Source: an optimization exercise on an open RTL-to-GDS flow (aim: small area and a short achievable clock period). Production flows keep margins and buffers that such runs may drop.
For this run, only the layout was checked, not whether the RTL still works.
Power and IR drop assume default switching activity.

### flow/run.sh
#!/bin/bash
# synth_recipe.tcl (not shown) runs the flow's synth.tcl, then flattens the netlist and writes it again
# the make line also repeats each setting of config.mk as NAME=value (left out here)
make -C /OpenROAD-flow-scripts/flow DESIGN_CONFIG=/design/flow/config.mk WORK_HOME=/design/flow/orfs CLKGATE_MAP_FILE= SYNTH_SCRIPT=/design/flow/synth_recipe.tcl finish
### flow/config.mk
export PLATFORM = sky130hd
export DESIGN_NAME = MAIN2
export DESIGN_NICKNAME = MAIN2
export VERILOG_FILES = /design/flow/design.v
export SDC_FILE = /design/flow/constraint.sdc
export NUM_CORES = 4
export LEC_CHECK = 0
export CAP_MARGIN = 20
export CORE_MARGIN = 2
export CORE_UTILIZATION = 30
export SLEW_MARGIN = 20
### flow/constraint.sdc
create_clock -name core_clock -period 14.0 [get_ports {CLK}]
set_input_delay 2.8000 -clock core_clock [delete_from_list [all_inputs] [get_ports {CLK}]]
set_output_delay 2.8000 -clock core_clock [all_outputs]
set_load 0.01 [all_outputs]
### flow/design.v
`timescale 1ns / 1ps
module RegisterFile(clock, rs1, rs2, rd, we, inf, out1, out2);
	input clock;
	input [4:0] rs1, rs2, rd;
	input we;
	input [31:0] inf;
	output [31:0] out1, out2;
	reg [31:0] rf [31:1];
	always @(posedge clock)
		if (we && rd != 5'd0) rf[rd] <= inf;
	assign out1 = (rs1 == 5'd0) ? 32'd0 : rf[rs1];
	assign out2 = (rs2 == 5'd0) ? 32'd0 : rf[rs2];
endmodule
`timescale 1ns / 1ps
module memoria(clock, addr, we_w, we_b, wd, rd);
	input clock;
	input [5:0] addr;
	input we_w;             
	input we_b;             
	input [31:0] wd;        
	output [31:0] rd;       
	wire [1:0] o = addr[1:0];
	wire [3:0] w0 = addr[5:2];
	wire [3:0] w1 = addr[5:2] + 4'd1;
	reg [7:0] b0 [0:15];
	reg [7:0] b1 [0:15];
	reg [7:0] b2 [0:15];
	reg [7:0] b3 [0:15];
	wire [3:0] i0 = (o != 2'd0) ? w1 : w0;
	wire [3:0] i1 = (o[1])      ? w1 : w0;
	wire [3:0] i2 = (o == 2'd3) ? w1 : w0;
	wire [3:0] i3 = w0;
	wire [31:0] bk = {b3[i3], b2[i2], b1[i1], b0[i0]};
	wire [63:0] bk2 = {bk, bk};
	assign rd = bk2[{o, 3'b000} +: 32];
	wire [63:0] wd2 = {wd, wd};
	wire [31:0] wr = wd2[(6'd32 - {o, 3'b000}) +: 32];
	wire e0 = we_w | (we_b & (o == 2'd0));
	wire e1 = we_w | (we_b & (o == 2'd1));
	wire e2 = we_w | (we_b & (o == 2'd2));
	wire e3 = we_w | (we_b & (o == 2'd3));
	always @(posedge clock) begin
		if (e0) b0[i0] <= wr[7:0];
		if (e1) b1[i1] <= wr[15:8];
		if (e2) b2[i2] <= wr[23:16];
		if (e3) b3[i3] <= wr[31:24];
	end
endmodule
`timescale 1ns / 1ps
module MAIN2(rst, CLK, imem_addr, imem_data, wb_valid, wb_rd, wb_data, SALIDA);
	input rst;
	input CLK;
	output [11:0] imem_addr;
	input [31:0] imem_data;
	output reg wb_valid;
	output reg [4:0] wb_rd;
	output reg [31:0] wb_data;
	output reg [31:0] SALIDA;
	wire [31:0] ins = imem_data;
	wire [6:0] op  = ins[6:0];
	wire [4:0] rd  = ins[11:7];
	wire [2:0] f3  = ins[14:12];
	wire [4:0] rs1 = ins[19:15];
	wire [4:0] rs2 = ins[24:20];
	wire [6:0] f7  = ins[31:25];
	wire is_r    = (op == 7'b0110011);
	wire is_i    = (op == 7'b0010011);
	wire is_ld   = (op == 7'b0000011);
	wire is_st   = (op == 7'b0100011);
	wire is_br   = (op == 7'b1100011);
	wire is_jalr = (op == 7'b1100111);
	wire is_jal  = (op == 7'b1101111);
	wire is_lui  = (op == 7'b0110111);
	wire f7_0  = (f7 == 7'b0000000);
	wire f7_20 = (f7 == 7'b0100000);
	wire r_ok   = is_r & (f7_0 | f7_20);
	wire i_add  = is_i & (f3 == 3'b000);
	wire i_xor  = is_i & (f3 == 3'b100);
	wire i_and  = is_i & (f3 == 3'b111);
	wire i_sll  = is_i & (f3 == 3'b001);
	wire i_sr   = is_i & (f3 == 3'b101) & (f7_0 | f7_20);
	wire ld_bu  = is_ld & (f3 == 3'b100);
	wire ld_w   = is_ld & (f3 == 3'b010);
	wire st_w   = is_st & (f3 == 3'b010);
	wire st_b   = is_st & (f3 == 3'b000);
	wire wen = r_ok | i_add | i_xor | i_and | i_sll | i_sr | ld_bu | ld_w |
	           is_jal | is_jalr | is_lui;
	wire [31:0] a, b;
	reg [31:0] wdata;
	RegisterFile RegisterFile (
		.clock(CLK), .rs1(rs1), .rs2(rs2), .rd(rd),
		.we(wen & ~rst), .inf(wdata), .out1(a), .out2(b));
	wire [31:0] imm_i = {{20{ins[31]}}, ins[31:20]};
	wire [31:0] imm_s = {{20{ins[31]}}, ins[31:25], ins[11:7]};
	wire sub = is_r & f7_20;
	wire [31:0] opb = is_r ? (sub ? ~b : b) : imm_i;
	wire [31:0] sum = a + opb + {31'd0, sub};
	wire [31:0] xo  = a ^ imm_i;
	wire [31:0] an  = a & imm_i;
	wire [4:0] sh = ins[24:20];
	wire [31:0] sll = a << sh;
	wire [31:0] srl = $signed({f7[5] & a[31], a}) >>> sh;
	wire [31:0] ea = a + (is_st ? imm_s : imm_i);
	wire gpio_hit = (ea == 32'h0000ABCD);
	wire [31:0] mdata;
	memoria memoria (
		.clock(CLK), .addr(ea[5:0]), .we_w(st_w & ~gpio_hit & ~rst),
		.we_b(st_b & ~gpio_hit & ~rst), .wd(b), .rd(mdata));
	reg [11:0] pc;
	assign imem_addr = pc;
	wire [11:0] pc4 = pc + 12'd4;
	wire taken = is_jal | (is_br & (a != b));
	wire [9:0] joff = is_jal ? {ins[20], ins[30:22]} : {ins[7], ins[30:25], ins[11:9]};
	wire [11:0] target = pc + {joff, 2'b00};
	wire [11:0] npc = is_jalr ? {ea[11:2], 2'b00} : taken ? target : pc4;
	always @(posedge CLK) begin
		if (rst) pc <= 12'd0;
		else pc <= npc;
	end
	always @* begin
		wdata = sum;
		if (is_lui) wdata = {ins[31:12], 12'd0};
		else if (is_jal | is_jalr) wdata = {20'd0, pc4};
		else if (is_ld) wdata = ld_bu ? {24'd0, mdata[7:0]} : mdata;
		else if (i_xor) wdata = xo;
		else if (i_and) wdata = an;
		else if (i_sll) wdata = sll;
		else if (i_sr) wdata = srl;
	end
	always @(posedge CLK) begin
		if (rst) wb_valid <= 1'b0;
		else wb_valid <= wen & (rd != 5'd0);
		wb_rd <= rd;
		wb_data <= wdata;
	end
	always @(posedge CLK) begin
		if (rst) SALIDA <= 32'd0;
		else if ((st_w | st_b) & gpio_hit) SALIDA <= b;
	end
endmodule
==> run notes <==
worst register-to-register path: cells and delay by family (launching register included):
family	cells	cell delay, ns
AOI/OAI and AO/OA	8	3.53
and+or+nand+nor	5	1.77
DFF	1	0.35
buffers and inverters	3	1.28
adders and majority gates	2	0.71
muxes	3	0.59
through the flow:
step                hold slack (ns)  std cells  utilization  power [µW]  area, µm²
floorplan                     0.493       5675            -        8190      82400
global placement              0.467       9258        0.324        9850      88700
detailed placement            0.468       9259        0.325        9900      88700
CTS                           0.481       9568        0.345       14300      94200
global route                  0.507       9572        0.345       14800      94300
finish                        0.479       9586        0.345       14400      94400
cell families (layout without fill, tap and decap cells):
group,after synthesis,after routing,share of synthesized area
DFF,1584,1584,0.568
and+or+nand+nor,1288,1288,0.0752
AOI/OAI and AO/OA,1075,1075,0.0912
muxes,1041,1041,0.208
buffers and inverters,461,769,0.0288
xor gates and xnor gates,134,134,0.0149
adders and majority gates,90,90,0.0140
other,1,16,0.0000455
power groups by stage:
stage / clock [µW] / combinational [µW] / sequential, µW
floorplan: 0 / 2290 / 5900
global placement: 0 / 3950 / 5900
detailed placement: 0 / 4000 / 5900
CTS: 4530 / 4010 / 5800
global route: 4710 / 4270 / 5800
finish: 4470 / 4110 / 5800
final timing paths:
check	startpoint	to	slack [ns]	cells after the start
worst max-delay path	imem_data[18]	RegisterFile.rf[23][19]$_DFFE_PP_	2.68	23
worst min-delay path	SALIDA[19]$_SDFFE_PP0P_	SALIDA[19]$_SDFFE_PP0P_	0.48	2
worst max register to register	RegisterFile.rf[27][1]$_DFFE_PP_	RegisterFile.rf[23][19]$_DFFE_PP_	5.40	21
worst min register to register	SALIDA[19]$_SDFFE_PP0P_	SALIDA[19]$_SDFFE_PP0P_	0.48	2
cell type report:
| type | count | area [µm²] | share of cell area |
|---|---|---|---|
| clock buffers | 217 | 4520 | 0.0479 |
| clock inverters | 92 | 950 | 0.0101 |
| well taps | 3589 | 4490 | 0.0476 |
| repair buffers | 401 | 3380 | 0.0358 |
| diodes | 14 | 35.0 | 0.000371 |
| inverters | 59 | 226 | 0.00240 |
| multi-input cells | 3630 | 34000 | 0.360 |
| flip-flops and latches | 1584 | 46800 | 0.496 |
placed cells by master (no fill, tap or decap), drive strengths merged, types with 94 or more instances in the layout:
cell type and n:
edfxtp 1504, mux4 529, mux2i 430, nor2 382, nand2 373, buf 299, o21ai 218, clkbuf 217
a21oi 151, nor3 108, clkdlybuf4s50 102, o22ai 94
metal layers:
layer | GRT usage | part of all wire | vias up
met4 | 0.123 | 0.061 | 10
met2 | 0.350 | 0.44 | 3981
li1 | - | - | 23300
met5 | 0 | 0.00017 | -
met3 | 0.0608 | 0.11 | 863
met1 | 0.303 | 0.38 | 30100
flip-flops by register name, indices dropped and copies added (netlist names):
register	cells
wb_data	32
wb_valid	1
wb_rd	5
memoria.b1	128
memoria.b3	128
SALIDA	32
memoria.b0	128
RegisterFile.rf	992
memoria.b2	128
pc	10
==> results.cfg <==
[finish]
synthToLayoutAreaGrowth_pct = 14.5
fillers = 26200
nets = 5966
drive_gt1_frac = 0.224

[critical_path]
cp_max_fo = 38
cp-start-kind = input pin
crit_family = compound AO/OA/AOI/OAI gates
end_kind = register
path_buf_inv = 5
arrival_ns = 11.83
worstPathRequired_ns = 14.50
cp_slowest_cell = a221o_1
crit_path_max_incr_delay_ns = 0.98
crit_chain = buf_4 -> buf_4 -> nand2b_1 -> o22ai_1 -> o21ai_0 -> nand4_1 -> inv_1 -> ha_1 -> a21o_1 -> a211oi_1 -> nor2_2 -> buf_4 -> ha_1 -> nand2_1 -> o31ai_4 -> buf_4 -> mux4_2 -> mux2_2 -> o21ai_0 -> o21ai_0 -> nor2_1 -> nor3_1 -> a221o_1
crit_type = input pin to register
cpMostUsedCell = buf_4

[cts]
clk_path_buf_depth = 3
clkLatencyLatePin_ns = 0.87
ctsHoldBuffers = 0
cts.sinks = 1584
clkSlewWorstSetupHoldPaths_ns = 0.06
cts_tree = yes
numCtsBuffers = 166
postCtsResizedCells = 0
cts_setup_buffers = 0
clock-root-buffer = clkbuf_16
htree_num_levels = 4

[power_and_ir_drop]
clkPwrFrac = 0.311
power_frac_comb = 0.286
p_leak_uw = 0.0311
power_frac_seq = 0.403
swShare = 0.334
powerDensity_nw_per_um2 = 152
intPower_uw = 9580
p_sw_uw = 4800
irDropWorstVdd_mv = 0.144

[timing]
timing.final.ws_setup_ns = 2.68
fmax_mhz = 88.3
slew_headroom = 0.160
rsz0062_at_grt = false
fin_skew_ns = 0.0492
worst_slew_pin_slew_ns = 1.26
min_period_over_period = 0.809
setup_viol = 0
finalCriticalPeriod_ns = 11.32
fin_tns_setup_ns = 0
hold_viol = 0
maxSlewViolCount = 0

[logic_synthesis]
synth.most_common_cell = edfxtp_1
synth.avg_cell_area_um2 = 14.5
synth_seq_cells = 1584
ys_types = 124
synth-edff-count = 1504
ys_seq_area_frac = 0.568
yosys_warnings = 3
synth_flop_cell = edfxtp_1
syn-instance-count = 5674
postSynth.asyncResetShare = 0
synth_area_leaders = edfxtp_1, mux4_2, mux2i_1
synth_top_area_frac = 0.548
syn_area_um2 = 82400
synth_commonest_cells = edfxtp_1, mux4_2, mux2i_1
synth_top_area_cell = edfxtp_1

[detailed_routing]
routedWlPerCell_um = 34.5
via_count = 58300
avgViaCountPerCell = 6.08
ant_nets = 0
drt-pass1-iter-count = 8
drt_first_iter_violations = 8832
drc = 0
routed_wl_um = 331000

[global_routing]
overflow = 0
antenna_found_initial = 17
gr-usage-all-layers = 0.231
grt_pass1_wl_um = 455000
grt_pass1_vias = 56200
grt_max_degree = 110

[floorplan]
die_h_um = 528
num_rows = 192
core_area_um2 = 273000
start_util = 0.301
fp.dieW_um = 528
die_area_um2 = 279000
num_io_pins = 116

[placement]
numPortBuffers = 113
gp_congestion = 1.02
hpwl_um = 220000
pre_cts_ws_ns = 2.26

[flow_run]
drv_cap = 0

[run_status]
status = no timing/DRC/antenna violations

[min_path]
hold_class = register to register

-- static timing again, ports no longer ideal --
How much do the figures lean on ideal ports? The routed layout below was timed once more, with nothing changed but the port constraints. Step 1 (the two cells are an assumption about what drives the block):
set clk [get_ports {CLK}]
set_driving_cell -lib_cell sky130_fd_sc_hd__clkbuf_16 $clk
set_driving_cell -lib_cell sky130_fd_sc_hd__buf_2 [delete_from_list [all_inputs] $clk]
Step 2 moves the port delays by t, midway between the first and last clock arrival at a register: inputs arrive t later, outputs are due t later. That takes back most of the time a late clock gives input paths. a / b / c = no drivers / after step 1 / after step 2; a / b = the first two.
shift t [ns]: 0.930
setup slack, ns: 2.677 / 2.737 / 1.806
hold slack, ns: 0.479 / 0.479 / 0.479
clock arrival spread, ns: 0.051 / 0.051
pins driven straight from the clock port: 1
After both steps this run still meets setup and hold. For this run, drivers alone change the setup slack by +0.060 ns; drivers and shift together by -0.871 ns.
